Source: an optimization exercise on an open RTL-to-GDS flow (aim: small area and a short achievable clock period). Production flows keep margins and buffers that such runs may drop. In this exercise RTL edits were held to simulation tests only and were not proved equivalent to the original. Power is estimated from default activity; no workload was simulated.

==> flow/design.v <==
`timescale 1ns / 1ns
module reduce_instr (
	input  [81:0] packetIn,
	input  [60:0] new_comm,
	input         clk,
	input         rst,
	output        rd_en,
	output [84:0] packetOut
);
function [5:0] addr6;
	input [5:0] i;
	addr6 = {i[5], i[5]^i[2], i[4], i[4]^i[1], i[3], i[3]^i[0]};
endfunction
function [8:0] expand;
	input [5:0] a;
	expand = {1'b0, a[5:4], 1'b0, a[3:2], 1'b0, a[1:0]};
endfunction
function [5:0] rank_addr;
	input [8:0] r;
	rank_addr = (r[8:6] == 3'd0) ? addr6(r[5:0]) : 6'd0;
endfunction
reg        t_v    [0:3];
reg [8:0]  t_root [0:3];
reg [8:0]  t_lr   [0:3];
reg [2:0]  t_ch   [0:3];
reg [3:0]  t_lg   [0:3];
reg [5:0]  t_p1   [0:3];
reg [5:0]  t_p2   [0:3];
reg [5:0]  t_p3   [0:3];
wire wr = new_comm[60] && (new_comm[59:54] == 6'd0);
wire [1:0] wsel = new_comm[53:52];
integer n;
always @(posedge clk) begin
	for (n = 0; n < 4; n = n + 1) begin
		if (rst)
			t_v[n] <= 1'b0;
		else if (wr && wsel == n)
			t_v[n] <= 1'b1;
		if (wr && wsel == n) begin
			t_root[n] <= new_comm[51:43];
			t_lr[n]   <= new_comm[42:34];
			t_ch[n]   <= new_comm[33:31];
			t_lg[n]   <= new_comm[30:27];
			t_p3[n]   <= rank_addr(new_comm[26:18]);
			t_p2[n]   <= rank_addr(new_comm[17:9]);
			t_p1[n]   <= rank_addr(new_comm[8:0]);
		end
	end
end
wire [7:0] pkt_context = packetIn[53:46];
reg  [3:0] rs;
reg  [8:0] root, lr;
reg  [2:0] ch;
reg  [3:0] lg4;
reg  [5:0] p1, p2, p3;
always @(*) begin
	root = 0; lr = 0; ch = 0; lg4 = 0; p1 = 0; p2 = 0; p3 = 0;
	for (n = 0; n < 4; n = n + 1) begin
		rs[n] = (pkt_context == n) && t_v[n];
		root = root | ({9{rs[n]}} & t_root[n]);
		lr   = lr   | ({9{rs[n]}} & t_lr[n]);
		ch   = ch   | ({3{rs[n]}} & t_ch[n]);
		lg4  = lg4  | ({4{rs[n]}} & t_lg[n]);
		p1   = p1   | ({6{rs[n]}} & t_p1[n]);
		p2   = p2   | ({6{rs[n]}} & t_p2[n]);
		p3   = p3   | ({6{rs[n]}} & t_p3[n]);
	end
end
wire row_valid = |rs;
wire [2:0] lg = lg4[2:0];
wire [5:0] fa3 = (lr[1:0] == 2'd0 && ch[2] == 1'b0) ? addr6({ch[1:0], lg4}) : 6'd0;
wire [5:0] fa4 = (root[1:0] == 2'd0 && lr[8] == 1'b0) ? addr6(lr[7:2]) : 6'd0;
function [5:0] fsel;
	input [2:0] k;
	input en;
	input [5:0] a0, a1, a2, a3, a4;
	begin
		fsel = 6'd0;
		if (en) case (k)
			3'd0: fsel = a0;
			3'd1: fsel = a1;
			3'd2: fsel = a2;
			3'd3: fsel = a3;
			3'd4: fsel = a4;
			default: fsel = 6'd0;
		endcase
	end
endfunction
wire [7:0] tag_raw   = packetIn[45:38];
wire [7:0] lgmask    = ~(8'hFF << lg);
wire [7:0] t_tag     = tag_raw & lgmask;
wire [8:0] t_rank    = packetIn[62:54];
wire [3:0] t_op      = packetIn[35:32];
wire       from_guest = (packetIn[71:63] != 9'd0);
wire       vin       = packetIn[81];
wire op_bc   = (t_op == 4'b0111);
wire op_ring = (t_op == 4'b1001);
wire op_dbl  = (t_op == 4'b1110) || (t_op == 4'b1010);
reg [8:0] dst_ring;
reg       home_ring;
wire rd_en_ring = home_ring || !from_guest;
always @(posedge clk) begin
	if (rst) begin
		home_ring <= 1'b0;
		dst_ring  <= 9'd0;
	end else if (vin) begin
		dst_ring  <= home_ring ? 9'd0 : (lr == 9'd7) ? root : (lr < 9'd63) ? expand(addr6(lr[5:0] + 6'd1)) : 9'd0;
		home_ring <= from_guest && !home_ring && op_ring;
	end else
		dst_ring  <= 9'd0;
end
wire [4:0] ku = {2'b0, lg} - {2'b0, ch} - 5'd1;
wire [5:0] dst_uptree = (lr == 9'd0) ? 6'd0 : fsel(ku[2:0], !ku[4] && !ku[3], p1, p2, p3, fa3, fa4);
reg [5:0] dst_bcast;
reg [3:0] sa_b;
reg       home_b, send_home_b, one_child;
wire [5:0] kb = {3'b0, lg} - {3'b0, ch} + {2'b0, sa_b};
wire rd_en_bcast = (lr == 9'd0) ? ({2'b0, ch} == {1'b0, sa_b} + 5'd2) :
                   (ch == 3'd1) ? one_child : (home_b || lr[0]);
always @(posedge clk) begin
	if (rst) begin
		dst_bcast <= 6'd0;
		sa_b      <= 4'd0;
		home_b    <= 1'b0;
		one_child <= 1'b0;
	end else if (vin) begin
		if (ch != 3'd0 && sa_b == {1'b0, ch} - 4'd1) begin
			sa_b   <= 4'd0;
			home_b <= (lr != 9'd0);
		end else begin
			if (!home_b && op_bc) sa_b <= sa_b + 4'd1;
			home_b <= 1'b0;
		end
		case (ch)
			3'd0: dst_bcast <= 6'd0;
			3'd1: dst_bcast <= one_child ? 6'd0 : p3;
			default: dst_bcast <= send_home_b ? 6'd0 : fsel(kb[2:0], kb[5:3] == 3'd0, p1, p2, p3, fa3, fa4);
		endcase
		one_child <= (ch == 3'd1) && !one_child && op_bc;
	end
end
always @(posedge clk)
	send_home_b <= rst ? 1'b0 : home_b;
wire [2:0] tx = t_tag[2:0] ^ lr[2:0];
wire [1:0] hidx = tx[2] ? 2'd0 : tx[1] ? 2'd1 : tx[0] ? 2'd2 : 2'd0;
wire       tag_eq8 = (t_tag == lr[7:0]);
reg  [5:0] dst_halving;
always @(posedge clk) begin
	if (rst)
		dst_halving <= 6'd0;
	else if (vin)
		dst_halving <= tag_eq8 ? 6'd0 : (hidx == 2'd2) ? p3 : (hidx == 2'd1) ? p2 : p1;
end
reg [5:0] dst_doubling;
reg [3:0] sa_d;
reg       home_d, send_home_d;
wire [9:0] s = {1'b0, t_rank} - {1'b0, lr};
reg  [10:0] zh, oh;    
reg  [10:0] zl;        
reg  [9:0]  zm;        
integer a;
always @(*) begin
	zh[10] = 1'b1; oh[10] = 1'b1;
	for (a = 9; a >= 0; a = a - 1) begin
		zh[a] = zh[a+1] & ~s[a];
		oh[a] = oh[a+1] & s[a];
	end
	zl[0] = 1'b1;
	for (a = 0; a < 10; a = a + 1)
		zl[a+1] = zl[a] & ~s[a];
	for (a = 0; a < 10; a = a + 1)
		zm[a] = zh[a] | (oh[a] & ~zl[a]);
end
reg [3:0] base2;
always @(*) begin
	base2 = 4'd0;
	for (a = 0; a < 9; a = a + 1)
		if (!zm[a]) base2 = a + 1;
end
reg diff_half;
always @(*) begin
	diff_half = zh[0];
	for (a = 0; a < 7; a = a + 1)
		if (lg == a + 1) diff_half = zl[a] & s[a] & (zh[a+1] | oh[a+1]);
end
wire [4:0] tq = {2'b0, lg} - 5'd2 - {1'b0, sa_d};
reg eq_t;
always @(*) begin
	eq_t = 1'b0;
	if (tq == 5'd0) eq_t = zh[0];
	for (a = 1; a < 6; a = a + 1)
		if (tq == a) eq_t = zm[a] & ~zm[a-1];
end
wire [4:0] sb       = {1'b0, sa_d} + {1'b0, base2};           
wire [5:0] xd       = {3'b0, lg} - 6'd1 - {1'b0, sb};         
wire rd_en_doubling = from_guest ? (home_d || diff_half) : eq_t;
always @(posedge clk) begin
	if (rst) begin
		dst_doubling <= 6'd0;
		sa_d         <= 4'd0;
		home_d       <= 1'b0;
	end else if (vin) begin
		if (({2'b0, lg} == sb + 5'd1) && !home_d) begin
			sa_d   <= 4'd0;
			home_d <= from_guest;
		end else begin
			if (op_dbl && !home_d) sa_d <= sa_d + 4'd1;
			home_d <= 1'b0;
		end
		dst_doubling <= (send_home_d || diff_half) ? 6'd0 : fsel(xd[2:0], xd[5:3] == 3'd0, p1, p2, p3, fa3, fa4);
	end
end
always @(posedge clk)
	send_home_d <= rst ? 1'b0 : home_d;
assign rd_en = op_dbl ? rd_en_doubling : op_ring ? rd_en_ring : op_bc ? rd_en_bcast : 1'b1;
wire [8:0] pkt_dst = packetIn[80:72];
wire mfm = (pkt_dst == 9'd0) && row_valid;
reg [8:0] dsel;
reg [2:0] csel;
always @(*) begin
	dsel = 9'd0;
	csel = 3'd0;
	case (t_op)
		4'b0101, 4'b0110, 4'b1000: dsel = expand(dst_halving);
		4'b0111: dsel = expand(dst_bcast);
		4'b1001: dsel = dst_ring;
		4'b1010: dsel = expand(dst_doubling);
		4'b1011: dsel = expand(dst_uptree);
		4'b1100: begin dsel = expand(dst_uptree); csel = ch; end
		4'b1101, 4'b1111: begin
			dsel = expand(dst_halving);
			csel = (tag_eq8 && !lr[8]) ? lg : {1'b0, hidx};
		end
		4'b1110: begin
			dsel = expand(dst_doubling);
			csel = (send_home_d || diff_half) ? lg : (sb[2:0] - {2'b0, (sb >= {2'b0, lg})});
		end
		default: ;
	endcase
end
wire fwd = mfm && (dsel != 9'd0);
reg [8:0]  dst_o;
reg [2:0]  children;
reg [7:0]  tag;
reg [31:0] payload;
reg [7:0]  contextId;
reg [3:0]  op;
reg [1:0]  algtype;
reg [8:0]  rank_o, src_o;
reg        valid;
always @(posedge clk) begin
	if (rst) begin
		dst_o    <= 9'd0;
		children <= 3'd0;
		tag      <= 8'd0;
	end else begin
		dst_o    <= pkt_dst | (mfm ? dsel : 9'd0);
		children <= mfm ? csel : 3'd0;
		tag      <= tag_raw;
	end
	if (rst || !vin) begin
		payload   <= 32'd0;
		contextId <= 8'd0;
		op        <= 4'd0;
		algtype   <= 2'd0;
		rank_o    <= 9'd0;
		src_o     <= 9'd0;
		valid     <= 1'b0;
	end else begin
		payload   <= packetIn[31:0];
		contextId <= pkt_context;
		op        <= t_op;
		algtype   <= packetIn[37:36];
		rank_o    <= fwd ? lr : t_rank;
		src_o     <= fwd ? 9'd0 : packetIn[71:63];
		valid     <= 1'b1;
	end
end
assign packetOut = {children, valid, dst_o, src_o, rank_o, contextId, tag, algtype, op, payload};
endmodule
==> flow/flow/run.sh <==
#!/bin/bash
# Standard synthesis; its combinational cells re-mapped by ABC for area
# (flip-flops untouched); then the standard layout steps, with buf_1 port
# buffers, a larger setup target for timing repair and a lighter clock tree.
set -euo pipefail
export BUFFER_PORTS_ARGS="-buffer_cell sky130_fd_sc_hd__buf_1"
export SETUP_SLACK_MARGIN=10
export CTS_ARGS="-sink_clustering_enable -repair_clock_nets -buf_list sky130_fd_sc_hd__clkbuf_16 -sink_clustering_size 30 -sink_clustering_max_diameter 120 -dont_use_dummy_load"
bash standard.sh synth > synth.log 2>&1
R=orfs/results/$FLOW_PLATFORM/reduce_instr/base
cp $R/1_2_yosys.v std_synth.v
export REMAP_LIB=$FLOW_HOME/platforms/$FLOW_PLATFORM/lib/sky130_fd_sc_hd__tt_025C_1v80.lib
export REMAP_IN=std_synth.v REMAP_OUT=remapped.v REMAP_TOP=$FLOW_TOP
export REMAP_DONT_USE="$(cat flow/dont_use.txt)"
$FLOW_HOME/../tools/install/yosys/bin/yosys -c flow/remap.tcl > remap.log 2>&1
cp remapped.v $R/1_2_yosys.v
rm -f $R/1_synth.odb $R/1_synth.sdc
bash standard.sh finish > finish.log 2>&1
==> flow/flow/dont_use.txt <==
sky130_fd_sc_hd__probe_p_8
sky130_fd_sc_hd__probec_p_8
sky130_fd_sc_hd__lpflow_bleeder_1
sky130_fd_sc_hd__lpflow_clkbufkapwr_1
sky130_fd_sc_hd__lpflow_clkbufkapwr_16
sky130_fd_sc_hd__lpflow_clkbufkapwr_2
sky130_fd_sc_hd__lpflow_clkbufkapwr_4
sky130_fd_sc_hd__lpflow_clkbufkapwr_8
sky130_fd_sc_hd__lpflow_clkinvkapwr_1
sky130_fd_sc_hd__lpflow_clkinvkapwr_16
sky130_fd_sc_hd__lpflow_clkinvkapwr_2
sky130_fd_sc_hd__lpflow_clkinvkapwr_4
sky130_fd_sc_hd__lpflow_clkinvkapwr_8
sky130_fd_sc_hd__lpflow_decapkapwr_12
sky130_fd_sc_hd__lpflow_decapkapwr_3
sky130_fd_sc_hd__lpflow_decapkapwr_4
sky130_fd_sc_hd__lpflow_decapkapwr_6
sky130_fd_sc_hd__lpflow_decapkapwr_8
sky130_fd_sc_hd__lpflow_inputiso0n_1
sky130_fd_sc_hd__lpflow_inputiso0p_1
sky130_fd_sc_hd__lpflow_inputiso1n_1
sky130_fd_sc_hd__lpflow_inputiso1p_1
sky130_fd_sc_hd__lpflow_inputisolatch_1
sky130_fd_sc_hd__lpflow_isobufsrc_1
sky130_fd_sc_hd__lpflow_isobufsrc_16
sky130_fd_sc_hd__lpflow_isobufsrc_2
sky130_fd_sc_hd__lpflow_isobufsrc_4
sky130_fd_sc_hd__lpflow_isobufsrc_8
sky130_fd_sc_hd__lpflow_isobufsrckapwr_16
sky130_fd_sc_hd__lpflow_lsbuf_lh_hl_isowell_tap_1
sky130_fd_sc_hd__lpflow_lsbuf_lh_hl_isowell_tap_2
sky130_fd_sc_hd__lpflow_lsbuf_lh_hl_isowell_tap_4
sky130_fd_sc_hd__lpflow_lsbuf_lh_isowell_4
sky130_fd_sc_hd__lpflow_lsbuf_lh_isowell_tap_1
sky130_fd_sc_hd__lpflow_lsbuf_lh_isowell_tap_2
sky130_fd_sc_hd__lpflow_lsbuf_lh_isowell_tap_4
==> flow/flow/remap.tcl <==
# Re-map the combinational cells of the standard synthesis netlist with ABC's
# default area-oriented script. The flip-flop instances (names, cell types)
# are kept as they are: they are black boxes here.
set lib $::env(REMAP_LIB)
yosys read_liberty -ignore_miss_func -overwrite -setattr liberty_cell $lib
yosys read_verilog $::env(REMAP_IN)
yosys hierarchy -top $::env(REMAP_TOP)
set seq {}
foreach c [split [string trim [exec grep -oE {sky130_fd_sc_hd__[a-z0-9_]+} $::env(REMAP_IN) | sort -u]] "\n"] {
  if { [regexp {__(e?dfxtp|dfrtp|dfstp|dfbbp|sdf|dl)} $c] } { lappend seq $c }
}
yosys blackbox {*}$seq
yosys flatten
yosys opt -purge
set du {}
foreach c $::env(REMAP_DONT_USE) { lappend du -dont_use $c }
yosys abc -liberty $lib {*}$du
yosys opt_clean -purge
yosys stat -liberty $lib
yosys write_verilog -noattr -nohex -nodec $::env(REMAP_OUT)
==> flow/standard.sh <==
#!/bin/bash
# synth_recipe.tcl (not shown) runs the flow's synth.tcl, then flattens the netlist and writes it again
# the make line also repeats each setting of config.mk as NAME=value (left out here)
make -C /OpenROAD-flow-scripts/flow DESIGN_CONFIG=/design/flow/config.mk WORK_HOME=/design/flow/orfs CLKGATE_MAP_FILE= SYNTH_SCRIPT=/design/flow/synth_recipe.tcl "${@:-finish}"
==> flow/config.mk <==
export PLATFORM = sky130hd
export DESIGN_NAME = reduce_instr
export DESIGN_NICKNAME = reduce_instr
export VERILOG_FILES = /design/flow/design.v
export SDC_FILE = /design/flow/constraint.sdc
export NUM_CORES = 4
export LEC_CHECK = 0
export ABC_AREA = 1
export CAP_MARGIN = 20
export CORE_MARGIN = 2
export CORE_UTILIZATION = 40
export SLEW_MARGIN = 20
==> flow/constraint.sdc <==
create_clock -name core_clock -period 20.0 [get_ports {clk}]
set_input_delay 4.0000 -clock core_clock [delete_from_list [all_inputs] [get_ports {clk}]]
set_output_delay 4.0000 -clock core_clock [all_outputs]
set_load 0.01 [all_outputs]
==> results.toml, run 1 <==
[global_routing]
grt_pass1_vias = 10900
grtUsageTotal = 0.244
grt_max_degree = 50
grt_pass1_wl_um = 64400
antenna_found_initial = 1
gr-total-overflow = 0

[yosys]
synth.avg_cell_area_um2 = 10.7
netlist_area_um2 = 13300
synth_cells = 1237
synth_warnings = 9
syn_nets = 1382

[floorplanning]
row_count = 66
design.core.area_um2 = 32600
die_h_um = 186
die_area_um2 = 34600
start_util = 0.407
io_pins = 231
die_w_um = 186

[sta]
relSlewSlack = 0.344
slew_violations = 0
finalSetupViolCount = 0
finalSetupTns_ps = 0
post-route-min-period_ps = 12270
fin_crit_sh = 0.613
hold_viol = 0
fmax_ghz = 0.0815
finClkSkew_ps = 66.0
worstMarginPinSlew_ps = 975
rsz0062_at_grt = "yes"
worst_slack_ps = 7730

[cts]
ctsHoldBuffers = 0
cts_tree = "built"
cts_buffers = 14
clock-root-buffer = "clkbuf_16"
cts_buffer_depth = 3
path_clk_slew_ps = 80
clock_latency_ps = 520
cts_max_level = 1
cts.sinks = 302

[placed_design]
port_buffers = 230
dpl_cell_area_um2 = 15000
dpl_worst_slack_ps = 6780
place_inst = 1925
gp_congestion = 0.914
dp_hpwl_um = 27800

[setup_path]
path_max_fanout = 8
critPathLaunchType = "input port"
cp.required_ps = 16000
path_class = "in -> out"
crit_arrival_ps = 8270
endpoint_kind = "output pin"

[layout]
nNetsFinal = 1705
syn_to_final_growth_pct = 21.3
n_fill_cell = 3044
final_area_um2 = 16100
stdcell_count = 2001
drive_gt1_frac = 0.101

[routing]
vias_per_cell = 5.75
drt_iter0_markers = 1351
drc_errors = 0
drt_pass1_iterations = 8
drtAntennaViolNets = 0
drt-total-wl_um = 42200
dr_total_vias = 11500
wl_per_cell_um = 21.1

[flow_run]
cap_violations = 0

[power]
pwr_density_cell_nw_per_um2 = 65.5
ir_worst_vdd_uv = 50.3
p_leak_nw = 5.30

[status]
status = "finished clean"

[min_path]
min-delay-path-class = "reg -> reg"
[registers in the layout, summed over array words and instances, names as in the netlist, 2 cells and up]
| register | flops |
|---|---|
| op | 4 |
| contextId | 8 |
| src_o | 9 |
| t_lr | 36 |
| dst_o | 9 |
| sa_b | 4 |
| t_root | 36 |
| rank_o | 9 |
| t_p3 | 24 |
| t_lg | 16 |
| tag | 8 |
| t_p2 | 24 |
| dst_doubling | 6 |
| dst_bcast | 6 |
| algtype | 2 |
| dst_ring | 9 |
| t_v | 4 |
| payload | 32 |
| dst_halving | 6 |
| t_ch | 12 |
| children | 3 |
| sa_d | 4 |
| t_p1 | 24 |
[timing repair]
| item | CTS | global route |
|---|---|---|
| buffers inserted | 45 | 7 |
| setup endpoints to repair | 14 | 8 |
| resized for setup | 49 | 21 |
| endpoints found under the hold margin | 0 | 0 |
| gates cloned | 9 | 0 |
| pin swaps | 29 | 10 |
[worst paths after layout]
| check | from | end | depth (start not counted) | slack, ps |
|---|---|---|---|---|
| worst min-delay path | dst_doubling[2] | dst_doubling[2] | 2 | 460 |
| worst min register to register | dst_doubling[2] | dst_doubling[2] | 2 | 460 |
| worst max register to register | t_v[3] | dst_doubling[3] | 24 | 13580 |
| worst max-delay path | packetIn[52] | rd_en | 22 | 7730 |
[per-stage QoR]
step / power (W) / util / hold slack (ps)
global route: 0.00109 / 0.493 / 480
finish: 0.00105 / 0.493 / 459
detailed placement: 0.000748 / 0.459 / 442
floorplan: 0.000714 / - / 425
global placement: 0.000747 / 0.459 / 438
CTS: 0.00106 / 0.488 / 461
[area by class of cell]
| class | instances | area (µm²) | area share |
|---|---|---|---|
| Clock buffer | 14 | 350 | 0.0218 |
| Antenna cell | 1 | 2.50 | 0.000156 |
| Sequential cell | 302 | 7770 | 0.483 |
| Inverter | 32 | 121 | 0.00754 |
| Timing Repair Buffer | 298 | 1420 | 0.0883 |
| Multi-Input combinational cell | 912 | 5870 | 0.365 |
| Tap cell | 442 | 553 | 0.0344 |
[routing by layer]
metal | GRT usage | vias up | part of all wire
met3 | 0.0276 | 95 | 0.072
met2 | 0.390 | 555 | 0.46
met4 | 0.0913 | 0 | 0.039
met5 | 0 | - | 0
met1 | 0.343 | 5505 | 0.43
li1 | - | 5351 | -
[power breakdown]
part | internal [W] | switching, W
logic | 0.0000291 | 0.0000495
registers | 0.000662 | 0.00000275
clock network | 0.000127 | 0.000183
total | 0.000818 | 0.000235
[layout by cell type (no fill, tap or decap), types with 4 or more instances in the layout]
master,count
a211oi_1,6
a21boi_0,12
a21o_1,9
a21oi_1,68
a221o_1,4
a222oi_1,41
a22o_1,7
a31oi_1,5
and2_0,75
and3_1,10
and3_2,9
and3_4,4
buf_1,220
buf_2,5
buf_4,68
clkbuf_16,14
clkinv_1,31
dfxtp_1,130
edfxtp_1,172
mux2i_1,4
nand2_1,167
nand2b_1,10
nand3_1,26
nand4_1,33
nor2_1,99
nor2b_1,16
nor3_1,25
nor4_1,10
o211ai_1,4
o21ai_0,38
o21ai_1,4
o221ai_1,6
o22ai_1,31
o31ai_1,8
or2_0,10
or3_1,10
xnor2_1,41
xor2_1,18
[critical path, stage by stage]
cell      delay (ps)
buf_4            130
nor4_4            50
buf_6            130
buf_4            140
nand4_1           80
nand4_1          230
or2_4            350
a221oi_4         350
o31ai_2          140
or3_1            330
o32a_1           410
nor4_4           310
nand4_1          250
nand2b_1         270
o21ai_0          130
a21oi_1           90
a21oi_1          140
o22ai_1          110
a31oi_2          200
nor4_2            70
o32ai_2          160
buf_2            190
==> run 2, diff against run 1 <==
--- a/flow/flow/run.sh
+++ b/flow/flow/run.sh
@@ -6,5 +6,5 @@
 export BUFFER_PORTS_ARGS="-buffer_cell sky130_fd_sc_hd__buf_1"
 export SETUP_SLACK_MARGIN=10
-export CTS_ARGS="-sink_clustering_enable -repair_clock_nets -buf_list sky130_fd_sc_hd__clkbuf_16 -sink_clustering_size 30 -sink_clustering_max_diameter 120 -dont_use_dummy_load"
+export CTS_ARGS="-sink_clustering_enable -repair_clock_nets -buf_list sky130_fd_sc_hd__clkbuf_8 -sink_clustering_size 14 -sink_clustering_max_diameter 80 -dont_use_dummy_load"
 bash standard.sh synth > synth.log 2>&1
 R=orfs/results/$FLOW_PLATFORM/reduce_instr/base
==> results.toml, run 2 <==
[global_routing]
grt_pass1_vias = 11000
gr-total-overflow = 0
antenna_found_initial = 1
grtUsageTotal = 0.246
grt_pass1_wl_um = 64900
grt_max_degree = 50

[yosys]
syn_nets = 1382
synth.avg_cell_area_um2 = 10.7
synth_cells = 1237
netlist_area_um2 = 13300
synth_warnings = 9

[setup_path]
endpoint_kind = "output pin"
critPathSlowestCell = "or4_4"
path_common_cell = "nand4_1"
path_class = "in -> out"
reg2regPathDepth = 23
slowest_delay_ps = 600
crit_arrival_ps = 8260
reg2reg_slack_ps = 13620
reg2reg_from = "t_v[1]"
path_max_fanout = 8
critPathLaunchType = "input port"
cp.required_ps = 16000
crit_chain = "buf_4 -> nor4_4 -> buf_6 -> buf_4 -> nand4_1 -> a41oi_2 -> maj3_2 -> a221oi_4 -> o311ai_4 -> a21oi_2 -> o31ai_2 -> xor2_1 -> nand4_1 -> or4_4 -> o21a_1 -> nand4_1 -> o311ai_0 -> a21oi_1 -> o21ai_1 -> nand2_1 -> o32ai_2 -> buf_2"
r2r-end = "dst_doubling[4]"

[min_path]
hp-start = "dst_doubling[4]"
min-delay-path-class = "reg -> reg"
worstHoldPathCells = 2
min_delay_worst_endpoint = "dst_doubling[4]"

[layout]
nNetsFinal = 1714
stdcell_count = 2010
final_cell_mix = "buf_1, edfxtp_1, nand2_1, dfxtp_1, nor2_1"
layout_commonest_cell = "buf_1"
top_regs = "t_lr: 36 flops, t_root: 36 flops, payload: 32 flops"
syn_to_final_growth_pct = 21.0
drive_gt1_frac = 0.106

[placed_design]
port_buffers = 230
dp_hpwl_um = 27800
place_inst = 1925
gp_congestion = 0.914

[floorplanning]
start_util = 0.407
die_w_um = 186
die_h_um = 186
io_pins = 231
design.core.area_um2 = 32600
row_count = 66
die_area_um2 = 34600

[routing]
vias_per_cell = 5.75
dr_total_vias = 11600
drtAntennaViolNets = 0
wl_per_cell_um = 21.2
drt-total-wl_um = 42500
drc_errors = 0
drt_pass1_iterations = 7
drt_iter0_markers = 1414

[sta]
fin_crit_sh = 0.613
rsz0062_at_grt = "yes"
finalSetupTns_ps = 0
relSlewSlack = 0.351
finClkSkew_ps = 59.0
hold_viol = 0
post-route-min-period_ps = 12260
fmax_ghz = 0.0816
finalSetupViolCount = 0
slew_violations = 0
worstMarginPinSlew_ps = 964

[power]
pwr_density_cell_nw_per_um2 = 65.5
p_leak_nw = 5.30
ir_worst_vdd_uv = 49.6

[cts]
cts_buffers = 27
path_clk_slew_ps = 80
cts_tree = "built"
cts_buffer_depth = 3
clock_latency_ps = 600
clock-root-buffer = "clkbuf_8"
cts.sinks = 302
cts_max_level = 1

[status]
status = "finished clean"

[flow_run]
cap_violations = 0
-- run 2: power by group --
group	internal, W	leakage, nW	total [W]	switching (W)
Sequential	0.000662	2.47	0.000665	0.00000275
Combinational	0.0000288	2.63	0.0000779	0.0000492
Clock	0.000120	0.194	0.000310	0.000190
-- run 2: metrics by stage --
stage / cell area, µm² / util / hold WS (ps) / worst slack, ps / total power [W]
3_3_place_gp: 15000 / 0.459 / 438 / 6860 / 0.000747
5_1_grt: 16100 / 0.492 / 481 / 7450 / 0.00109
4_1_cts: 16000 / 0.489 / 462 / 7850 / 0.00106
3_5_place_dp: 15000 / 0.459 / 442 / 6780 / 0.000748
6_report: 16100 / 0.492 / 460 / 7740 / 0.00105
2_1_floorplan: 13400 / - / 425 / 7890 / 0.000714
-- run 2: worst max path at each step --
stage | start | to | cells past startpoint | slack (ps)
2_1_floorplan | packetIn[53] | rd_en | 18 | 7890
3_3_place_gp | packetIn[53] | rd_en | 19 | 6860
3_5_place_dp | packetIn[53] | rd_en | 19 | 6780
4_1_cts | packetIn[51] | rd_en | 22 | 7850
5_1_grt | packetIn[51] | rd_en | 23 | 7450
6_report | packetIn[51] | rd_en | 22 | 7740
-- run 2: repair_timing --
item / CTS / global route
pin swaps: 29 / 6
hold buffers: 0 / 0
endpoints found under the setup margin: 14 / 7
gates resized for setup: 49 / 18
gates cloned: 9 / 0
setup buffers: 45 / 3
hold endpoints to repair: 0 / 0
-- run 2: cell type report --
class / instances / area, µm²
Timing Repair Buffer: 294 / 1390
Clock buffer: 27 / 372
Multi-Input combinational cell: 912 / 5850
Sequential cell: 302 / 7770
Inverter: 32 / 121
Fill cell: 3061 / 16600
Antenna cell: 1 / 2.50
Tap cell: 442 / 553
-- run 2: worst max-delay path: cells and delay by family --
family / cells / cell delay, ps
buffers and inverters: 4 / 600
and+or+nand+nor: 6 / 1380
xor gates and xnor gates: 1 / 210
AOI/OAI and AO/OA: 10 / 1820
adders and majority gates: 1 / 270
-- run 2: per-layer routing --
| layer | vias up | global-route usage | routed length [µm] |
|---|---|---|---|
| li1 | 5371 | - | - |
| met4 | 0 | 0.0951 | 1670 |
| met5 | - | 0 | 0 |
| met2 | 555 | 0.391 | 19300 |
| met3 | 101 | 0.0309 | 3120 |
| met1 | 5523 | 0.343 | 18400 |
==> run 3, diff against run 2 <==
--- a/flow/flow/run.sh
+++ b/flow/flow/run.sh
@@ -13,4 +13,5 @@
 export REMAP_IN=std_synth.v REMAP_OUT=remapped.v REMAP_TOP=$FLOW_TOP
 export REMAP_DONT_USE="$(cat flow/dont_use.txt)"
+export REMAP_FAST=flow/fast.abc
 $FLOW_HOME/../tools/install/yosys/bin/yosys -c flow/remap.tcl > remap.log 2>&1
 cp remapped.v $R/1_2_yosys.v
==> flow/flow/fast.abc (new file) <==
strash
dc2
dch
map -B 0.9
--- a/flow/flow/remap.tcl
+++ b/flow/flow/remap.tcl
@@ -15,5 +15,5 @@
 set du {}
 foreach c $::env(REMAP_DONT_USE) { lappend du -dont_use $c }
-yosys abc -liberty $lib {*}$du
+yosys abc -script $::env(REMAP_FAST) -liberty $lib {*}$du
 yosys opt_clean -purge
 yosys stat -liberty $lib
==> results.toml, run 3 <==
[status]
status = "finished clean"

[min_path]
hp-start = "dst_doubling[2]"
min_delay_worst_endpoint = "dst_doubling[2]"
min-delay-path-class = "reg -> reg"
worstHoldPathCells = 2

[routing]
wl_per_cell_um = 18.4
dr_total_vias = 12400
drc_errors = 0
drt_iter0_markers = 1125
vias_per_cell = 5.24
drt-total-wl_um = 43600
drt_pass1_iterations = 5
drtAntennaViolNets = 0

[setup_path]
cp.required_ps = 16000
slowest_delay_ps = 290
r2r-end = "dst_doubling[0]"
reg2reg_slack_ps = 14160
endpoint_kind = "output pin"
crit_arrival_ps = 7580
critPathLaunchType = "input port"
critPathSlowestCell = "or2_4"
path_max_fanout = 8
startpoint = "packetIn[50]"
reg2regPathDepth = 33
path_class = "in -> out"
reg2reg_from = "t_v[0]"

[sta]
rsz0062_at_grt = "yes"
relSlewSlack = 0.341
fin_crit_sh = 0.579
post-route-min-period_ps = 11580
finalSetupTns_ps = 0
finClkSkew_ps = 76.4
worstMarginPinSlew_ps = 983
hold_viol = 0
fmax_ghz = 0.0864
worst_slack_ps = 8420
slew_violations = 0
finalSetupViolCount = 0

[floorplanning]
io_pins = 231
start_util = 0.403
row_count = 68
design.core.area_um2 = 34300
die_h_um = 190
die_area_um2 = 36000
die_w_um = 190

[flow_run]
cap_violations = 0

[yosys]
synth_warnings = 9
synth.avg_cell_area_um2 = 8.69
syn_nets = 1733
synth_cells = 1588
netlist_area_um2 = 13800

[layout]
nNetsFinal = 2057
syn_to_final_growth_pct = 23.5
diodes = 0
n_fill_cell = 3277
drive_gt1_frac = 0.148
final_cell_mix = "nand2_1, buf_1, clkinv_1, nor2_1, edfxtp_1"
final_util = 0.497
layout_commonest_cell = "nand2_1"
stdcell_count = 2365
top_regs = "t_lr: 36 flops, t_root: 36 flops, payload: 32 flops"

[global_routing]
grtUsageTotal = 0.234
antenna_found_initial = 0
gr-total-overflow = 0
grt_pass1_vias = 11500
grt_max_degree = 45
grt_pass1_wl_um = 64400

[placed_design]
place_inst = 2284
port_buffers = 230
gp_congestion = 0.971
dp_hpwl_um = 29000
dpl_worst_slack_ps = 7710

[power]
p_total_w = 0.00106
pwr_density_cell_nw_per_um2 = 62.1
ir_worst_vdd_uv = 44.3
p_leak_nw = 6.08

[cts]
clock_latency_ps = 610
cts_max_level = 1
clock-root-buffer = "clkbuf_8"
ctsHoldBuffers = 0
cts_buffer_depth = 3
path_clk_slew_ps = 90
cts.sinks = 302
cts_buffers = 26
cts_tree = "built"
## run 3: metal layers
metal / vias to the layer above / wire length [µm] / global-route usage
li1: 6017 / - / -
met1: 5809 / 18900 / 0.303
met5: - / 0 / 0
met2: 444 / 20000 / 0.381
met4: 0 / 1930 / 0.0993
met3: 113 / 2810 / 0.0470
## run 3: power breakdown
group | internal (W) | switching [W] | total (W)
Combinational | 0.0000279 | 0.0000593 | 0.0000871
Clock | 0.000116 | 0.000192 | 0.000308
Sequential | 0.000662 | 0.00000276 | 0.000665
Total | 0.000805 | 0.000254 | 0.00106
## run 3: area by class of cell
class	instances	area, µm²	area share
timing repair inverter	10	143	0.00836
timing repair buffer	286	1380	0.0809
inverter	241	1020	0.0599
multi-input combinational	1045	5820	0.341
clock buffer	26	358	0.0210
tap	455	569	0.0334
sequential	302	7770	0.455
## run 3: critical path, delay by kind of cell
family | cells | cell delay (ps)
buf+inv | 8 | 970
compound gates | 6 | 970
simple gates | 15 | 1650
## run 3: stage by stage
step	hold WS [ps]	area [µm²]
final	467	17100
after global routing	494	17100
after CTS	464	16600
after detailed placement	448	15500
after global placement	442	15500
after floorplan	425	14000
## run 3: how the worst max path moves through the flow
stage,to,slack [ps],cells past startpoint
2_1_floorplan,rd_en,9010,24
3_3_place_gp,rd_en,7860,23
3_5_place_dp,rd_en,7710,23
4_1_cts,rd_en,8470,27
5_1_grt,rd_en,8270,28
6_report,rd_en,8420,29
## run 3: timing repair
action	in CTS	in global routing
pin swaps	36	45
gates cloned	9	1
resized for setup	73	96
endpoints found under the setup margin	1	1
setup buffers	35	10
endpoints found under the hold margin	0	0
==> run 4, diff against run 3 <==
--- a/flow/design.v
+++ b/flow/design.v
@@ -49,17 +49,18 @@
 end
 wire [7:0] pkt_context = packetIn[53:46];
+wire [1:0] cs = pkt_context[1:0];
+wire       row_valid = (pkt_context[7:2] == 6'd0) && t_v[cs];
+wire [8:0] lr_u = t_lr[cs];
+wire [3:0] lg4_u = t_lg[cs];
+wire [2:0] ch_u = t_ch[cs];
+wire [2:0] lg_u = lg4_u[2:0];
 reg  [3:0] rs;
-reg  [8:0] root, lr;
-reg  [2:0] ch;
-reg  [3:0] lg4;
+reg  [8:0] root;
 reg  [5:0] p1, p2, p3;
 always @(*) begin
-	root = 0; lr = 0; ch = 0; lg4 = 0; p1 = 0; p2 = 0; p3 = 0;
+	root = 0; p1 = 0; p2 = 0; p3 = 0;
 	for (n = 0; n < 4; n = n + 1) begin
 		rs[n] = (pkt_context == n) && t_v[n];
 		root = root | ({9{rs[n]}} & t_root[n]);
-		lr   = lr   | ({9{rs[n]}} & t_lr[n]);
-		ch   = ch   | ({3{rs[n]}} & t_ch[n]);
-		lg4  = lg4  | ({4{rs[n]}} & t_lg[n]);
 		p1   = p1   | ({6{rs[n]}} & t_p1[n]);
 		p2   = p2   | ({6{rs[n]}} & t_p2[n]);
@@ -67,6 +68,8 @@
 	end
 end
-wire row_valid = |rs;
-wire [2:0] lg = lg4[2:0];
+wire [8:0] lr  = {9{row_valid}} & lr_u;
+wire [3:0] lg4 = {4{row_valid}} & lg4_u;
+wire [2:0] ch  = {3{row_valid}} & ch_u;
+wire [2:0] lg  = lg4[2:0];
 wire [5:0] fa3 = (lr[1:0] == 2'd0 && ch[2] == 1'b0) ? addr6({ch[1:0], lg4}) : 6'd0;
 wire [5:0] fa4 = (root[1:0] == 2'd0 && lr[8] == 1'b0) ? addr6(lr[7:2]) : 6'd0;
@@ -116,6 +119,7 @@
 reg       home_b, send_home_b, one_child;
 wire [5:0] kb = {3'b0, lg} - {3'b0, ch} + {2'b0, sa_b};
-wire rd_en_bcast = (lr == 9'd0) ? ({2'b0, ch} == {1'b0, sa_b} + 5'd2) :
-                   (ch == 3'd1) ? one_child : (home_b || lr[0]);
+wire rd_en_bcast_u = (lr_u == 9'd0) ? ({2'b0, ch_u} == {1'b0, sa_b} + 5'd2) :
+                     (ch_u == 3'd1) ? one_child : (home_b || lr_u[0]);
+wire rd_en_bcast = row_valid && rd_en_bcast_u;
 always @(posedge clk) begin
 	if (rst) begin
@@ -155,8 +159,9 @@
 reg [3:0] sa_d;
 reg       home_d, send_home_d;
-wire [9:0] s = {1'b0, t_rank} - {1'b0, lr};
+wire [9:0] s = {1'b0, t_rank} - {1'b0, lr_u};
 reg  [10:0] zh, oh;    
 reg  [10:0] zl;        
-reg  [9:0]  zm;        
+reg  [9:0]  zm_u;      
+reg  [9:0]  zt;        
 integer a;
 always @(*) begin
@@ -170,6 +175,27 @@
 		zl[a+1] = zl[a] & ~s[a];
 	for (a = 0; a < 10; a = a + 1)
-		zm[a] = zh[a] | (oh[a] & ~zl[a]);
-end
+		zm_u[a] = zh[a] | (oh[a] & ~zl[a]);
+	zt[9] = 1'b1;
+	for (a = 8; a >= 0; a = a - 1)
+		zt[a] = zt[a+1] & ~t_rank[a];
+end
+reg dh_u;
+always @(*) begin
+	dh_u = zh[0];
+	for (a = 0; a < 7; a = a + 1)
+		if (lg_u == a + 1) dh_u = zl[a] & s[a] & (zh[a+1] | oh[a+1]);
+end
+wire [4:0] tq = {2'b0, lg_u} - 5'd2 - {1'b0, sa_d};
+reg eq_t;
+always @(*) begin
+	eq_t = 1'b0;
+	if (tq == 5'd0) eq_t = zh[0];
+	for (a = 1; a < 6; a = a + 1)
+		if (tq == a) eq_t = zm_u[a] & ~zm_u[a-1];
+end
+wire rd_en_doubling = row_valid ? (from_guest ? (home_d || dh_u) : eq_t)
+                                : (from_guest && (home_d || zt[0]));
+wire [9:0] zm = row_valid ? zm_u : zt;
+wire diff_half = row_valid ? dh_u : zt[0];
 reg [3:0] base2;
 always @(*) begin
@@ -178,21 +204,6 @@
 		if (!zm[a]) base2 = a + 1;
 end
-reg diff_half;
-always @(*) begin
-	diff_half = zh[0];
-	for (a = 0; a < 7; a = a + 1)
-		if (lg == a + 1) diff_half = zl[a] & s[a] & (zh[a+1] | oh[a+1]);
-end
-wire [4:0] tq = {2'b0, lg} - 5'd2 - {1'b0, sa_d};
-reg eq_t;
-always @(*) begin
-	eq_t = 1'b0;
-	if (tq == 5'd0) eq_t = zh[0];
-	for (a = 1; a < 6; a = a + 1)
-		if (tq == a) eq_t = zm[a] & ~zm[a-1];
-end
 wire [4:0] sb       = {1'b0, sa_d} + {1'b0, base2};           
 wire [5:0] xd       = {3'b0, lg} - 6'd1 - {1'b0, sb};         
-wire rd_en_doubling = from_guest ? (home_d || diff_half) : eq_t;
 always @(posedge clk) begin
 	if (rst) begin
@@ -201,5 +212,5 @@
 		home_d       <= 1'b0;
 	end else if (vin) begin
-		if (({2'b0, lg} == sb + 5'd1) && !home_d) begin
+		if ((xd == 6'd0) && !home_d) begin
 			sa_d   <= 4'd0;
 			home_d <= from_guest;
@@ -234,5 +245,5 @@
 		4'b1110: begin
 			dsel = expand(dst_doubling);
-			csel = (send_home_d || diff_half) ? lg : (sb[2:0] - {2'b0, (sb >= {2'b0, lg})});
+			csel = (send_home_d || diff_half) ? lg : (sb[2:0] - {2'b0, xd[5]});
 		end
 		default: ;
--- a/flow/flow/run.sh
+++ b/flow/flow/run.sh
@@ -13,5 +13,4 @@
 export REMAP_IN=std_synth.v REMAP_OUT=remapped.v REMAP_TOP=$FLOW_TOP
 export REMAP_DONT_USE="$(cat flow/dont_use.txt)"
-export REMAP_FAST=flow/fast.abc
 $FLOW_HOME/../tools/install/yosys/bin/yosys -c flow/remap.tcl > remap.log 2>&1
 cp remapped.v $R/1_2_yosys.v
--- a/flow/flow/remap.tcl
+++ b/flow/flow/remap.tcl
@@ -15,5 +15,5 @@
 set du {}
 foreach c $::env(REMAP_DONT_USE) { lappend du -dont_use $c }
-yosys abc -script $::env(REMAP_FAST) -liberty $lib {*}$du
+yosys abc -liberty $lib {*}$du
 yosys opt_clean -purge
 yosys stat -liberty $lib
removed: flow/flow/fast.abc
==> results.toml, run 4 <==
[power]
pwr_density_cell_nw_per_um2 = 65.7
switchingPower_w = 0.000269
ir_worst_vdd_uv = 49.1
seqPwrFrac = 0.608
power.share.clock = 0.279
power_frac_comb = 0.113
intPower_w = 0.000823
p_leak_nw = 5.48
swShare = 0.246

[setup_path]
cp.required_ps = 16000
r2r-end = "dst_doubling[5]"
crit_arrival_ps = 8470
crit_chain = "buf_6 -> buf_12 -> mux4_2 -> nand2b_4 -> o31ai_2 -> a21oi_2 -> o31ai_4 -> a2111o_1 -> a211oi_4 -> o21ai_2 -> a2111o_1 -> nor4_4 -> nand3_1 -> nor2b_4 -> o41ai_2 -> o21ai_1 -> a21oi_1 -> o22ai_2 -> a311oi_1 -> nor2_1 -> a211oi_2 -> buf_2"
path_common_cell = "a2111o_1"
slowest_delay_ps = 550
reg2reg_slack_ps = 13520
reg2regPathDepth = 24
reg2reg_from = "t_lr[0][0]"
path_max_fanout = 5
critPathSlowestCell = "mux4_2"
endpoint_kind = "output pin"
cpLargestDelayFamily = "compound AO/OA/AOI/OAI gates"
critPathLaunchType = "input port"
crit_buf_inv = 3
path_class = "in -> out"

[min_path]
min-delay-path-class = "reg -> reg"
min_delay_worst_endpoint = "dst_doubling[0]"
hp-start = "dst_doubling[0]"
worstHoldPathCells = 2

[layout]
final_cell_mix = "buf_1, edfxtp_1, nand2_1, dfxtp_1, nor2_1"
n_fill_cell = 3302
syn_to_final_growth_pct = 19.0
layout_commonest_cell = "buf_1"
seq_area_um2 = 7770
drive_gt1_frac = 0.0879
nNetsFinal = 1808
top_regs = "t_lr: 36 flops, t_root: 36 flops, payload: 32 flops"
multi_input_area_um2 = 6380

[sta]
hold_ws_ps = 459
slew_violations = 0
finClkSkew_ps = 48.1
relSlewSlack = 0.307
fmax_ghz = 0.0802
hold_viol = 0
rsz0062_at_grt = "yes"
post-route-min-period_ps = 12470
finalSetupViolCount = 0
worstMarginPinSlew_ps = 1030
fin_crit_sh = 0.623
finalSetupTns_ps = 0

[cts]
cts_max_level = 1
ctsHoldBuffers = 0
cts_buffer_depth = 3
cts_tree = "built"
cts.sinks = 302
clock-root-buffer = "clkbuf_8"
path_clk_slew_ps = 60
cts_buffers = 26
clock_latency_ps = 590

[yosys]
synth.avg_cell_area_um2 = 10.4
synth_warnings = 9
netlist_area_um2 = 14000
syn_nets = 1488
synth_cells = 1343

[routing]
drt-total-wl_um = 45900
vias_per_cell = 5.84
drt_iter0_markers = 1023
wl_per_cell_um = 21.7
dr_total_vias = 12400
drtAntennaViolNets = 0
drc_errors = 0
drt_pass1_iterations = 5

[global_routing]
grt_pass1_vias = 11600
gr-total-overflow = 0
antenna_found_initial = 0
grt_pass1_wl_um = 69000
grtUsageTotal = 0.247
grt_max_degree = 62

[floorplanning]
die_area_um2 = 36500
design.core.area_um2 = 34500
start_util = 0.406
die_h_um = 191
die_w_um = 191
row_count = 68
io_pins = 231

[placed_design]
dp_hpwl_um = 32600
gp_congestion = 1.01
port_buffers = 230

[status]
status = "finished clean"

[flow_run]
cap_violations = 0
run 4: cell type report:
type / instances / area share
Clock buffer: 26 / 0.0215
Sequential cell: 302 / 0.467
Multi-Input combinational cell: 1014 / 0.383
Timing Repair Buffer: 292 / 0.0875
Tap cell: 455 / 0.0342
Antenna cell: 1 / 0.000150
Inverter: 27 / 0.00647
run 4: timing repair:
item | 4_1_cts | 5_1_grt
pin swaps | 21 | 17
gates cloned | 3 | 0
buffers inserted | 14 | 15
hold endpoints to repair | 0 | 0
resized for setup | 41 | 27
setup endpoints to repair | 13 | 30
run 4: per-layer routing:
| layer | vias up | part of all wire | track usage |
|---|---|---|---|
| met2 | 515 | 0.46 | 0.406 |
| li1 | 5800 | - | - |
| met3 | 73 | 0.070 | 0.0299 |
| met5 | - | 0 | 0 |
| met1 | 5965 | 0.44 | 0.343 |
| met4 | 0 | 0.026 | 0.0698 |
run 4: how the worst max path moves through the flow:
stage / start / endpoint / slack (ps) / cells past startpoint
after floorplan: packetIn[46] / rd_en / 7980 / 19
after global placement: packetIn[46] / rd_en / 6680 / 24
after detailed placement: packetIn[46] / rd_en / 6650 / 24
after CTS: packetIn[46] / rd_en / 7290 / 22
after global routing: packetIn[46] / rd_en / 7210 / 24
final: packetIn[46] / rd_en / 7530 / 22
run 4: power by group through the flow:
stage	combinational, W	sequential [W]	clock [W]
2_1_floorplan	0.0000542	0.000682	0
3_3_place_gp	0.000107	0.000679	0
3_5_place_dp	0.000107	0.000679	0
4_1_cts	0.000117	0.000665	0.000316
5_1_grt	0.000134	0.000665	0.000338
6_report	0.000123	0.000665	0.000305
run 4: per-stage QoR:
stage	worst slack, ps	utilization	area (µm²)	std cells	power, W
finish	7530	0.483	16600	2117	0.00109
global route	7210	0.483	16600	2116	0.00114
CTS	7290	0.476	16400	2101	0.00110
detailed placement	6650	0.456	15700	2058	0.000786
global placement	6680	0.456	15700	2058	0.000786
floorplan	7980	-	14000	1343	0.000737
run 4: tightest hold or removal path: cells and delay by family, from the launching register on:
family / cells / cell delay, ps
AOI/OAI and AO/OA: 1 / 50
DFF: 1 / 330
and+or+nand+nor: 1 / 50
==> run 5, diff against run 4 <==
--- a/flow/flow/run.sh
+++ b/flow/flow/run.sh
@@ -13,4 +13,5 @@
 export REMAP_IN=std_synth.v REMAP_OUT=remapped.v REMAP_TOP=$FLOW_TOP
 export REMAP_DONT_USE="$(cat flow/dont_use.txt)"
+export REMAP_FAST=flow/fast.abc
 $FLOW_HOME/../tools/install/yosys/bin/yosys -c flow/remap.tcl > remap.log 2>&1
 cp remapped.v $R/1_2_yosys.v
==> flow/flow/fast.abc (new file) <==
strash
dc2
dch
map -B 0.9
--- a/flow/flow/remap.tcl
+++ b/flow/flow/remap.tcl
@@ -15,4 +15,6 @@
 set du {}
 foreach c $::env(REMAP_DONT_USE) { lappend du -dont_use $c }
+yosys select -set cone w:rd_en %cie*
+yosys abc -script $::env(REMAP_FAST) -liberty $lib {*}$du @cone
 yosys abc -liberty $lib {*}$du
 yosys opt_clean -purge
==> results.toml, run 5 <==
[sta]
worstMarginPinSlew_ps = 942
hold_viol = 0
slew_violations = 0
relSlewSlack = 0.367
fin_crit_sh = 0.559
finalSetupTns_ps = 0
post-route-min-period_ps = 11180
hold_ws_ps = 467
fmax_ghz = 0.0895
finalSetupViolCount = 0
rsz0062_at_grt = "yes"
finClkSkew_ps = 119

[floorplanning]
start_util = 0.407
die_h_um = 189
design.core.area_um2 = 33600
row_count = 67
die_w_um = 189
die_area_um2 = 35700
io_pins = 231

[setup_path]
critPathLaunchType = "input port"
path_common_cell = "nand2_1"
slowest_delay_ps = 330
path_class = "in -> out"
critPathSlowestCell = "nor3_4"
cpLargestDelayFamily = "simple AND/OR/NAND/NOR gates"
path_max_fanout = 9
crit_arrival_ps = 7180
startpoint = "packetIn[46]"
reg2reg_from = "t_lr[2][1]"
cp.required_ps = 16000
endpoint_kind = "output pin"
reg2reg_slack_ps = 13480
crit_buf_inv = 5

[yosys]
netlist_area_um2 = 13700
synth.avg_cell_area_um2 = 9.68
synth_cells = 1415
synth_warnings = 9
syn_nets = 1560

[global_routing]
grtUsageTotal = 0.222
gr-total-overflow = 0
grt_pass1_wl_um = 62400
grt_max_degree = 57
grt_pass1_vias = 11300
antenna_found_initial = 1

[routing]
drtAntennaViolNets = 0
dr.max_layer_used = "met5"
wl_met1_um = 18100
wl_per_cell_um = 18.9
drc_errors = 0
met2WireLength_um = 19000
drt_iter0_markers = 919
vias_per_cell = 5.50
drt_pass1_iterations = 7
met3WireLength_um = 2650
drt-total-wl_um = 41000
dr_total_vias = 12000

[layout]
final_area_um2 = 16300
nNetsFinal = 1873
final_cell_mix = "buf_1, nand2_1, edfxtp_1, dfxtp_1, nor2_1"
drive_gt1_frac = 0.0991
seq_area_um2 = 7770
diodes = 0
top_regs = "t_lr: 36 flops, t_root: 36 flops, payload: 32 flops"
syn_to_final_growth_pct = 19.3
multi_input_area_um2 = 5890
n_fill_cell = 3224
layout_commonest_cell = "buf_1"
final_util = 0.486

[cts]
ctsHoldBuffers = 0
cts.sinks = 302
cts_tree = "built"
cts_buffer_depth = 3
clock_latency_ps = 630
cts_buffers = 28
clock-root-buffer = "clkbuf_8"
cts_max_level = 1
path_clk_slew_ps = 80

[min_path]
min-delay-path-class = "reg -> reg"
hp-start = "dst_doubling[5]"

[flow_run]
cap_violations = 0

[placed_design]
dp_hpwl_um = 29400
gp_congestion = 0.949
port_buffers = 230
dpl_cell_area_um2 = 15400

[power]
ir_worst_vdd_uv = 44.6
pwr_density_cell_nw_per_um2 = 67.2
p_leak_nw = 5.52

[status]
status = "finished clean"
==> run 5: worst register-to-register path, delay by kind of cell, from the launching register on <==
family | cells | cell delay, ps
adder cells (fa/ha/maj) | 1 | 430
AND/OR/NAND/NOR | 19 | 2520
flip-flops | 1 | 380
XOR/XNOR | 1 | 610
multiplexers | 1 | 480
buffers and inverters | 3 | 250
AO/OA/AOI/OAI | 8 | 1710
==> run 5: cell type report <==
type / instances / share of cell area
multi-input cells: 1005 / 0.360
repair inverters: 3 / 0.00115
inverters: 108 / 0.0269
repair buffers: 280 / 0.0784
well taps: 448 / 0.0343
flip-flops and latches: 302 / 0.475
clock buffers: 28 / 0.0236
==> run 5: timing repair <==
item | CTS | global route
cloned | 2 | 1
gates resized for setup | 39 | 44
endpoints found under the setup margin | 13 | 27
pin swaps | 24 | 21
buffers inserted | 16 | 14
==> run 5: power breakdown <==
group	total [W]	internal [W]	leakage (nW)	switching, W
combinational	0.000119	0.0000408	2.85	0.0000783
clock	0.000314	0.000124	0.201	0.000190
sequential	0.000665	0.000662	2.47	0.00000258
total	0.00110	0.000827	5.52	0.000271
==> run 5: per-stage QoR <==
step	power, W	cells	worst slack, ps
2_1_floorplan	0.000738	1415	9380
3_3_place_gp	0.000780	2113	8080
3_5_place_dp	0.000781	2113	8000
4_1_cts	0.00110	2159	8810
5_1_grt	0.00114	2174	8540
6_report	0.00110	2174	8820
==> run 5: final timing paths <==
path / to / depth (start not counted)
worst min-delay path: dst_doubling[5] / 2
worst max-delay path: rd_en / 28
worst max register to register: dst_doubling[2] / 33
worst min register to register: dst_doubling[5] / 2
==> run 5: metal layers <==
metal  GRT usage  up-vias
li1            -     5728
met1       0.304     5709
met2       0.362      460
met3      0.0302       67
met4      0.0760        2
met5           0        -
==> run 6, diff against run 5 <==
--- a/flow/flow/run.sh
+++ b/flow/flow/run.sh
@@ -5,5 +5,5 @@
 set -euo pipefail
 export BUFFER_PORTS_ARGS="-buffer_cell sky130_fd_sc_hd__buf_1"
-export SETUP_SLACK_MARGIN=10
+export SETUP_SLACK_MARGIN=12
 export CTS_ARGS="-sink_clustering_enable -repair_clock_nets -buf_list sky130_fd_sc_hd__clkbuf_8 -sink_clustering_size 14 -sink_clustering_max_diameter 80 -dont_use_dummy_load"
 bash standard.sh synth > synth.log 2>&1
==> results.toml, run 6 <==
[layout]
seq_area_um2 = 7770
top_regs = "t_lr: 36 flops, t_root: 36 flops, payload: 32 flops"
syn_to_final_growth_pct = 24.5
layout_commonest_cell = "buf_1"
final_cell_mix = "buf_1, nand2_1, edfxtp_1, dfxtp_1, nor2_1"
nNetsFinal = 1902
n_fill_cell = 3126
diodes = 0
multi_input_area_um2 = 6300
drive_gt1_frac = 0.150

[power]
power_frac_comb = 0.116
intPower_w = 0.000832
seqPwrFrac = 0.600
ir_worst_vdd_uv = 50.1
power.share.clock = 0.284
p_leak_nw = 5.80
switchingPower_w = 0.000275
swShare = 0.249
pwr_density_cell_nw_per_um2 = 65.0

[yosys]
synth_cells = 1415
netlist_area_um2 = 13700
syn_nets = 1560
synth.avg_cell_area_um2 = 9.68
synth_warnings = 9

[routing]
drt_pass1_iterations = 6
wl_per_cell_um = 19.0
drt-total-wl_um = 41800
dr_total_vias = 12000
vias_per_cell = 5.46
drc_errors = 0
drt_iter0_markers = 1019
drtAntennaViolNets = 0

[global_routing]
grt_pass1_wl_um = 63200
grtUsageTotal = 0.226
gr-total-overflow = 0
grt_max_degree = 57
antenna_found_initial = 0
grt_pass1_vias = 11300

[cts]
ctsHoldBuffers = 0
path_clk_slew_ps = 90
cts_buffers = 28
cts_max_level = 1
cts_buffer_depth = 3
cts_tree = "built"
clock-root-buffer = "clkbuf_8"
cts.sinks = 302
clock_latency_ps = 610

[sta]
post-route-min-period_ps = 11170
finalSetupTns_ps = 0
relSlewSlack = 0.381
fmax_ghz = 0.0895
finClkSkew_ps = 85.1
rsz0062_at_grt = "yes"
worstMarginPinSlew_ps = 921
hold_ws_ps = 454
slew_violations = 0
hold_viol = 0
fin_crit_sh = 0.559
finalSetupViolCount = 0

[min_path]
min-delay-path-class = "reg -> reg"

[floorplanning]
die_w_um = 189
die_h_um = 189
die_area_um2 = 35700
io_pins = 231
start_util = 0.407
design.core.area_um2 = 33600
row_count = 67

[flow_run]
cap_violations = 0

[status]
status = "finished clean"

[setup_path]
path_max_fanout = 8
critPathLaunchType = "input port"
crit_arrival_ps = 7170
endpoint_kind = "output pin"
cp.required_ps = 16000
path_class = "in -> out"

[placed_design]
port_buffers = 230
dp_hpwl_um = 29200
gp_congestion = 0.971
-- run 6: final timing paths --
kind	to	slack [ps]	depth (start not counted)	from
max	rd_en	8830	28	packetIn[46]
max reg2reg	dst_doubling[0]	14390	30	t_lr[2][3]
min	dst_doubling[4]	450	2	dst_doubling[4]
min reg2reg	dst_doubling[4]	450	2	dst_doubling[4]
-- run 6: layout make-up --
type / instances / area share
tap: 448 / 0.0329
timing repair inverter: 3 / 0.00132
timing repair buffer: 309 / 0.0911
sequential: 302 / 0.456
multi-input combinational: 1005 / 0.370
clock buffer: 28 / 0.0226
inverter: 108 / 0.0268
-- run 6: power groups by stage --
stage | sequential (W) | combinational [W] | clock [W]
finish | 0.000665 | 0.000128 | 0.000315
floorplan | 0.000683 | 0.0000566 | 0
detailed placement | 0.000679 | 0.000102 | 0
CTS | 0.000665 | 0.000114 | 0.000326
global placement | 0.000679 | 0.000101 | 0
global route | 0.000666 | 0.000140 | 0.000346
-- run 6: what timing repair did --
action / CTS / global route
endpoints found under the setup margin: 49 / 39
hold endpoints to repair: 0 / 0
pin swaps: 30 / 63
resized for setup: 71 / 105
setup buffers: 33 / 28
cloned: 2 / 2
-- run 6: stage by stage --
stage	setup WS [ps]	cell area, µm²	total power (W)	instances	utilization
3_3_place_gp	8030	15400	0.000780	2110	0.459
2_1_floorplan	9390	13800	0.000739	1415	-
3_5_place_dp	8020	15400	0.000781	2110	0.459
4_1_cts	8900	16400	0.00110	2173	0.487
6_report	8830	17000	0.00111	2203	0.507
5_1_grt	8620	17000	0.00115	2203	0.507
-- run 6: worst max-delay path, stage by stage --
cell,delay [ps]
buf_12,120
nor2_4,200
clkinv_8,110
buf_6,130
o21ai_4,210
or2_4,170
nand3_2,90
nand3_2,90
nand3_2,90
nand2_2,90
nand2_2,60
nand2_2,80
nand3_2,70
nand2_2,70
nand4_1,200
nor3_4,340
buf_4,160
nand4_1,80
nand2_2,130
nand3_2,60
nand2_1,70
nand2_1,40
nand2_1,80
nand2_1,70
nand3_2,60
nand2_2,60
a21oi_2,100
buf_2,140
-- run 6: per-layer routing --
layer / global-route usage / vias up / share of wire
li1: - / 5785 / -
met1: 0.310 / 5721 / 0.44
met2: 0.375 / 436 / 0.47
met3: 0.0258 / 79 / 0.058
met4: 0.0679 / 0 / 0.029
met5: 0 / - / 0
==> run 7, diff against run 6 <==
--- a/flow/flow/run.sh
+++ b/flow/flow/run.sh
@@ -5,5 +5,5 @@
 set -euo pipefail
 export BUFFER_PORTS_ARGS="-buffer_cell sky130_fd_sc_hd__buf_1"
-export SETUP_SLACK_MARGIN=12
+export SETUP_SLACK_MARGIN=8
 export CTS_ARGS="-sink_clustering_enable -repair_clock_nets -buf_list sky130_fd_sc_hd__clkbuf_8 -sink_clustering_size 14 -sink_clustering_max_diameter 80 -dont_use_dummy_load"
 bash standard.sh synth > synth.log 2>&1
--- a/flow/config.mk
+++ b/flow/config.mk
@@ -9,4 +9,4 @@
 export CAP_MARGIN = 20
 export CORE_MARGIN = 2
-export CORE_UTILIZATION = 40
+export CORE_UTILIZATION = 55
 export SLEW_MARGIN = 20
==> results.toml, run 7 <==
[global_routing]
antenna_found_initial = 0
grt_pass1_vias = 10600
met1_usage = 0.405
grtUsageMet3 = 0.0414
grt_pass1_wl_um = 58100
use_met2 = 0.444
grt_max_degree = 57
grtUsageTotal = 0.282
gr-total-overflow = 0
grt-busiest-layer = "met2"

[layout]
nNetsFinal = 1846
drive_gt1_frac = 0.0524
final_area_um2 = 15600
final_cell_mix = "nand2_1, buf_1, edfxtp_1, dfxtp_1, nor2_1"
multi_input_area_um2 = 5600
n_fill_cell = 2103
syn_to_final_growth_pct = 14.1
seq_area_um2 = 7770
top_regs = "t_lr: 36 flops, t_root: 36 flops, payload: 32 flops"
layout_commonest_cell = "nand2_1"
diodes = 0

[placed_design]
dpl_cell_area_um2 = 15100
gp_congestion = 0.976
port_buffers = 230
dpl_worst_slack_ps = 7350
dp_hpwl_um = 27600

[sta]
hold_viol = 0
finClkSkew_ps = 28.4
worst_slack_ps = 8430
relSlewSlack = 0.271
fmax_ghz = 0.0865
worstMarginPinSlew_ps = 1080
rsz0062_at_grt = "no"
post-route-min-period_ps = 11570
finalSetupTns_ps = 0
finalSetupViolCount = 0
fin_crit_sh = 0.578
slew_violations = 0

[status]
status = "finished clean"

[setup_path]
startpoint = "packetIn[47]"
reg2regPathDepth = 30
path_max_fanout = 9
reg2reg_from = "t_lr[0][0]"
critPathLaunchType = "input port"
cp.required_ps = 16000
reg2reg_slack_ps = 13500
r2r-end = "dst_doubling[2]"
crit_arrival_ps = 7570
path_class = "in -> out"
endpoint_kind = "output pin"

[routing]
wl_per_cell_um = 18.6
dr_total_vias = 11800
drt_iter0_markers = 1112
drc_errors = 0
drt-total-wl_um = 37700
drtAntennaViolNets = 0
vias_per_cell = 5.83
drt_pass1_iterations = 6

[power]
p_leak_nw = 5.29
power_frac_comb = 0.098
seqPwrFrac = 0.624
switchingPower_w = 0.000258
swShare = 0.243
intPower_w = 0.000806
ir_worst_vdd_uv = 72.3
power.share.clock = 0.278
pwr_density_cell_nw_per_um2 = 68.2

[yosys]
synth_warnings = 9
synth.avg_cell_area_um2 = 9.68
synth_cells = 1415
syn_nets = 1560
netlist_area_um2 = 13700

[floorplanning]
die_h_um = 162
row_count = 57
die_area_um2 = 26200
design.core.area_um2 = 24400
start_util = 0.561
io_pins = 231
die_w_um = 162

[cts]
cts_buffer_depth = 3
path_clk_slew_ps = 90
clock_latency_ps = 590
clock-root-buffer = "clkbuf_8"
cts_buffers = 25
cts.sinks = 302
cts_tree = "built"
cts_max_level = 1

[min_path]
hp-start = "dst_doubling[0]"
min-delay-path-class = "reg -> reg"
min_delay_worst_endpoint = "dst_doubling[0]"
worstHoldPathCells = 2

[flow_run]
cap_violations = 0
==> run 7: metal layers <==
layer	part of all wire	vias up
li1	-	5682
met1	0.44	5551
met2	0.45	483
met3	0.074	75
met4	0.032	0
met5	0	-
==> run 7: final cells by class <==
| class | instances | share of cell area |
|---|---|---|
| Tap cell | 324 | 0.0259 |
| Timing Repair Buffer | 259 | 0.0694 |
| Sequential cell | 302 | 0.497 |
| Inverter | 108 | 0.0269 |
| Multi-Input combinational cell | 1005 | 0.359 |
| Clock buffer | 25 | 0.0220 |
==> run 7: repair_timing <==
action,4_1_cts,5_1_grt
pin swaps,0,3
endpoints found under the setup margin,1,1
setup buffers,0,9
resized for setup,11,23
hold buffers,0,0
==> run 7: critical path: stages <==
cell	delay, ps
clkbuf_2	170
nor2_4	180
clkinv_4	100
buf_4	160
buf_4	140
o21ai_0	600
nor2_1	140
clkinv_1	90
nand2_1	90
clkinv_1	70
nand2_1	50
nand2_1	110
nand4_1	210
nor3_4	310
nand3_1	130
nand2_1	150
nand3_1	80
nor2_1	100
nor2_1	50
nand3_1	90
nand2_1	60
clkinv_1	50
nand2_1	60
a21oi_1	160
buf_1	170
==> run 7: worst max-delay path by stage <==
stage                       end  slack [ps]  cells after the start
after floorplan           rd_en        8780                     24
after global placement    rd_en        7590                     26
after detailed placement  rd_en        7350                     26
after CTS                 rd_en        8070                     29
after global routing      rd_en        8010                     30
final                     rd_en        8430                     25
==> run 7: metrics by stage <==
step,hold WS (ps),utilization,instances,power (W)
floorplan,425,-,1415,0.000736
global placement,436,0.621,1989,0.000776
detailed placement,442,0.621,1989,0.000778
CTS,464,0.635,2014,0.00107
global route,486,0.641,2023,0.00111
finish,465,0.641,2023,0.00106
==> run 7: power by group through the flow <==
stage / clock [W] / sequential, W / combinational (W)
6_report: 0.000296 / 0.000665 / 0.000104
5_1_grt: 0.000325 / 0.000665 / 0.000116
4_1_cts: 0.000304 / 0.000665 / 0.0000997
3_5_place_dp: 0 / 0.000679 / 0.0000988
3_3_place_gp: 0 / 0.000679 / 0.0000970
2_1_floorplan: 0 / 0.000683 / 0.0000533

[port drivers added, routing unchanged]
The flow's constraints put no driver on any port. The routed layouts listed below were extracted and timed again, unchanged, in two steps. Step 1: set_driving_cell puts a clkbuf_16 on clk and a buf_2 on each other input, an assumption about the parent block. Step 2 moves the port delays by t, midway between the first and last clock arrival at a register: inputs arrive t later, outputs are due t later. That takes back most of the time a late clock gives input paths. Slacks: no drivers / after step 1 / after step 2; pairs: no drivers / after step 1.
| run | t (ns) | slack for setup (ns) | hold slack, ns | clock arrival spread, ns |
|---|---|---|---|---|
| run 1 | 0.543 | 7.732 / 7.690 / 7.690 | 0.459 / 0.459 / 0.459 | 0.066 / 0.066 |
| run 2 | 0.615 | 7.740 / 7.716 / 7.716 | 0.460 / 0.460 / 0.460 | 0.060 / 0.060 |
| run 3 | 0.624 | 8.424 / 8.363 / 8.363 | 0.467 / 0.467 / 0.467 | 0.076 / 0.076 |
| run 4 | 0.618 | 7.531 / 7.494 / 7.494 | 0.459 / 0.459 / 0.459 | 0.048 / 0.048 |
| run 5 | 0.618 | 8.824 / 8.784 / 8.784 | 0.467 / 0.467 / 0.467 | 0.119 / 0.119 |
| run 6 | 0.613 | 8.827 / 8.764 / 8.764 | 0.454 / 0.454 / 0.454 | 0.086 / 0.085 |
| run 7 | 0.621 | 8.435 / 8.414 / 8.414 | 0.465 / 0.465 / 0.465 | 0.029 / 0.029 |
After both steps every run listed still meets setup and hold. For run 6, which loses most, drivers alone change the setup slack by -0.063 ns; drivers and shift together by -0.063 ns.
